Background: an optimization exercise with open tools, aiming at small area. Do not read the settings as production practice. No activity file was given, so power comes from the tool's default toggle rates.

== alpha ==
Design cic32, start of the top module:
module cic32
    (
        input i_clk_high,
        input i_reset,
        input [7:0] i_signal,
        output reg o_clk_low,
        output [9:0] o_signal
    );
Settings: LEC_CHECK=0, CAP_MARGIN=20, CORE_MARGIN=2, CORE_UTILIZATION=40, SETUP_SLACK_MARGIN=0.0, SLEW_MARGIN=20; clock period 2.6 ns.
standard.sh (not shown) runs the stock make flow with config.mk's settings and CLKGATE_MAP_FILE= SYNTH_SCRIPT=/design/flow/synth_recipe.tcl, a recipe that flattens the netlist after the stock synthesis.
==> flow/flow/run.sh <==
#!/bin/bash
# The standard layout with three changes:
#  - after the standard synthesis, full adders that Yosys mapped with all
#    inputs and outputs inverted are flipped (fa is self-dual) so the inverters
#    cancel (flow/fa_polarity.py; registers are not touched);
#  - CTS adds no dummy loads and clusters up to 20 sinks per leaf buffer;
#  - ports are buffered with buf_1 instead of delay cells.
set -euo pipefail
export CTS_ARGS="-sink_clustering_enable -repair_clock_nets -dont_use_dummy_load -sink_clustering_size 20 -sink_clustering_max_diameter 80 -buf_list {sky130_fd_sc_hd__clkbuf_8}"
export BUFFER_PORTS_ARGS="-buffer_cell sky130_fd_sc_hd__buf_1"
bash standard.sh synth > synth.log 2>&1
R=orfs/results/sky130hd/cic32/base
cp $R/1_2_yosys.v standard_synth.v
python3 flow/fa_polarity.py standard_synth.v $R/1_2_yosys.v > fa_polarity.log 2>&1
rm -f $R/1_synth.odb $R/1_synth.sdc
bash standard.sh > layout.log 2>&1
Other scripts of this flow, unchanged in this note and not shown: flow/flow/fa_polarity.py
## Diff of input files: beta against alpha
diff --git a/flow/design.v b/flow/design.v
--- a/flow/design.v
+++ b/flow/design.v
@@ -203,76 +203,80 @@
             r_int1[17:13] <= w_s1[17:13];
             r_c1_18 <= w_k1[17];
             r_int1[20:18] <= w_s1[20:18];
             r_int2[2:0] <= w_s2[2:0];
             r_c2_3 <= w_k2[2];
             r_int2[7:3] <= w_s2[7:3];
             r_c2_8 <= w_k2[7];
             r_int2[12:8] <= w_s2[12:8];
             r_c2_13 <= w_k2[12];
             r_int2[15:13] <= w_s2[15:13];
         end
     reg [45:0] r_xr;
-    wire w_clear = (r_counter >= 5'd1) && (r_counter <= 5'd18);
-    wire w_ld1 = (r_counter == 5'd0);
-    wire w_ld2 = (r_counter == 5'd1);
-    wire w_ld3 = (r_counter == 5'd2);
-    wire w_ld4 = (r_counter == 5'd3);
     always @(posedge i_clk_high) begin
         r_xr <= {r_xr[44:0], r_xr[45]};
-        r_xr[33] <= r_xr[32] & ~w_clear;
-        r_xr[4] <= r_xr[3] | (r_int2[15] & w_ld4);
-        r_xr[5] <= r_xr[4] | (r_int2[14] & w_ld4);
-        r_xr[6] <= r_xr[5] | (r_int2[12] & w_ld3) | (r_int2[13] & w_ld4);
-        r_xr[7] <= r_xr[6] | (r_int2[11] & w_ld3);
-        r_xr[8] <= r_xr[7] | (r_int2[10] & w_ld3);
-        r_xr[9] <= r_xr[8] | (r_int2[9] & w_ld3);
-        r_xr[10] <= r_xr[9] | (r_int2[7] & w_ld2) | (r_int2[8] & w_ld3);
-        r_xr[11] <= r_xr[10] | (r_int2[6] & w_ld2);
-        r_xr[12] <= r_xr[11] | (r_int2[5] & w_ld2);
-        r_xr[13] <= r_xr[12] | (r_int2[4] & w_ld2);
-        r_xr[14] <= r_xr[13] | (r_int2[2] & w_ld1) | (r_int2[3] & w_ld2);
+        if (r_counter == 5'd0) begin
+            r_xr[14] <= r_int2[2];
+        end
+        if (r_counter == 5'd1) begin
+            r_xr[14] <= r_int2[3];
+            r_xr[13] <= r_int2[4];
+            r_xr[12] <= r_int2[5];
+            r_xr[11] <= r_int2[6];
+            r_xr[10] <= r_int2[7];
+        end
+        if (r_counter == 5'd2) begin
+            r_xr[10] <= r_int2[8];
+            r_xr[9] <= r_int2[9];
+            r_xr[8] <= r_int2[10];
+            r_xr[7] <= r_int2[11];
+            r_xr[6] <= r_int2[12];
+        end
+        if (r_counter == 5'd3) begin
+            r_xr[6] <= r_int2[13];
+            r_xr[5] <= r_int2[14];
+            r_xr[4] <= r_int2[15];
+        end
     end
     wire w_old = (r_frames >= 3'd3);    
     wire w_p1  = (r_counter == 5'd1);
     wire w_p3  = (r_counter == 5'd3);
-    wire w_p5  = (r_counter == 5'd5);
-    reg  r_k1, r_k2, r_k3, r_s1, r_s2;
+    wire w_p4  = (r_counter == 5'd4);
+    reg  r_k1, r_k2, r_k3, r_s1;
     wire a1 = r_xr[14];
     wire b1 = ~(r_xr[32] & w_old);
     wire c1 = w_p1 | r_k1;
     wire s1 = a1 ^ b1 ^ c1;
     reg [63:0] r_cr;
     wire w_wr1 = (r_counter >= 5'd3) && (r_counter <= 5'd15);
-    wire w_wr2 = (r_counter >= 5'd5) && (r_counter <= 5'd16);
+    wire w_wr2 = (r_counter >= 5'd4) && (r_counter <= 5'd15);
     wire a2 = r_s1;
     wire b2 = ~(r_cr[63] & w_old);
     wire c2 = w_p3 | r_k2;
     wire s2 = a2 ^ b2 ^ c2;
-    wire a3 = r_s2;
+    wire a3 = s2;
     wire b3 = ~(r_cr[15] & w_old);
-    wire c3 = w_p5 | r_k3;
+    wire c3 = w_p4 | r_k3;
     wire s3 = a3 ^ b3 ^ c3;
     always @(posedge i_clk_high) begin
         r_s1 <= s1;
-        r_s2 <= s2;
         r_k1 <= (a1 & b1) | (a1 & c1) | (b1 & c1);
         r_k2 <= (a2 & b2) | (a2 & c2) | (b2 & c2);
         r_k3 <= (a3 & b3) | (a3 & c3) | (b3 & c3);
         r_cr <= {r_cr[62:0], r_cr[63]};
         if (w_wr1) r_cr[0]  <= r_s1;
-        if (w_wr2) r_cr[16] <= r_s2;
+        if (w_wr2) r_cr[16] <= s2;
     end
     reg [41:0] r_or;
-    wire w_wr3 = (r_counter >= 5'd7) && (r_counter <= 5'd16);
+    wire w_wr3 = (r_counter >= 5'd6) && (r_counter <= 5'd15);
     always @(posedge i_clk_high) begin
         r_or <= {r_or[40:0], r_or[41]};
         if (w_wr3) r_or[0] <= ~s3;
     end
     wire w_valid = (r_frames == 3'd5);
     genvar g;
     generate
         for (g = 0; g < 10; g = g + 1) begin : g_out
-            assign o_signal[g] = ~(r_or[36 - g] | ~w_valid);
+            assign o_signal[g] = ~(r_or[37 - g] | ~w_valid);
         end
     endgenerate
 endmodule
Results
- beta gives less sequential cell count than alpha did.
- Changes observed in beta relative to alpha: area after synthesis level; overall routed net length moved down.
- On arrival time at the worst endpoint: between alpha and beta, it ends up lower for beta.
- Post-route cell area across alpha and beta: no real change.
- Any difference in overall power of the completed layout between alpha and beta is small enough to ignore.
Function was not checked in any run of this note: the RTL went through the layout flow alone.

re-timing with driven ports:
The flow's constraints put no driver on any port. The routed layouts listed below were extracted and timed again, unchanged, in two steps.
Step 1 (the two cells are an assumption about what drives the block):
set clk [get_ports {i_clk_high}]
set_driving_cell -lib_cell sky130_fd_sc_hd__clkbuf_16 $clk
set_driving_cell -lib_cell sky130_fd_sc_hd__buf_2 [delete_from_list [all_inputs] $clk]
Step 2 times the ports against the registers' clock, not the clock port: input delays grow and output delays shrink by t, the midpoint of the rising clock arrivals with the driver on.
Three values: ideal ports, drivers, drivers and shift; two values: the first two.
run	t, ns	setup WS [ns]	hold slack, ns	clock arrival spread, ns	pins driven straight from the clock port
alpha	0.514	0.064 / 0.064 / 0.064	0.003 / -0.014 / 0.317	0.048 / 0.049	1
beta	0.514	0.071 / 0.071 / 0.071	0.094 / 0.077 / 0.319	0.024 / 0.024	1
After both steps every run listed still meets setup and hold.
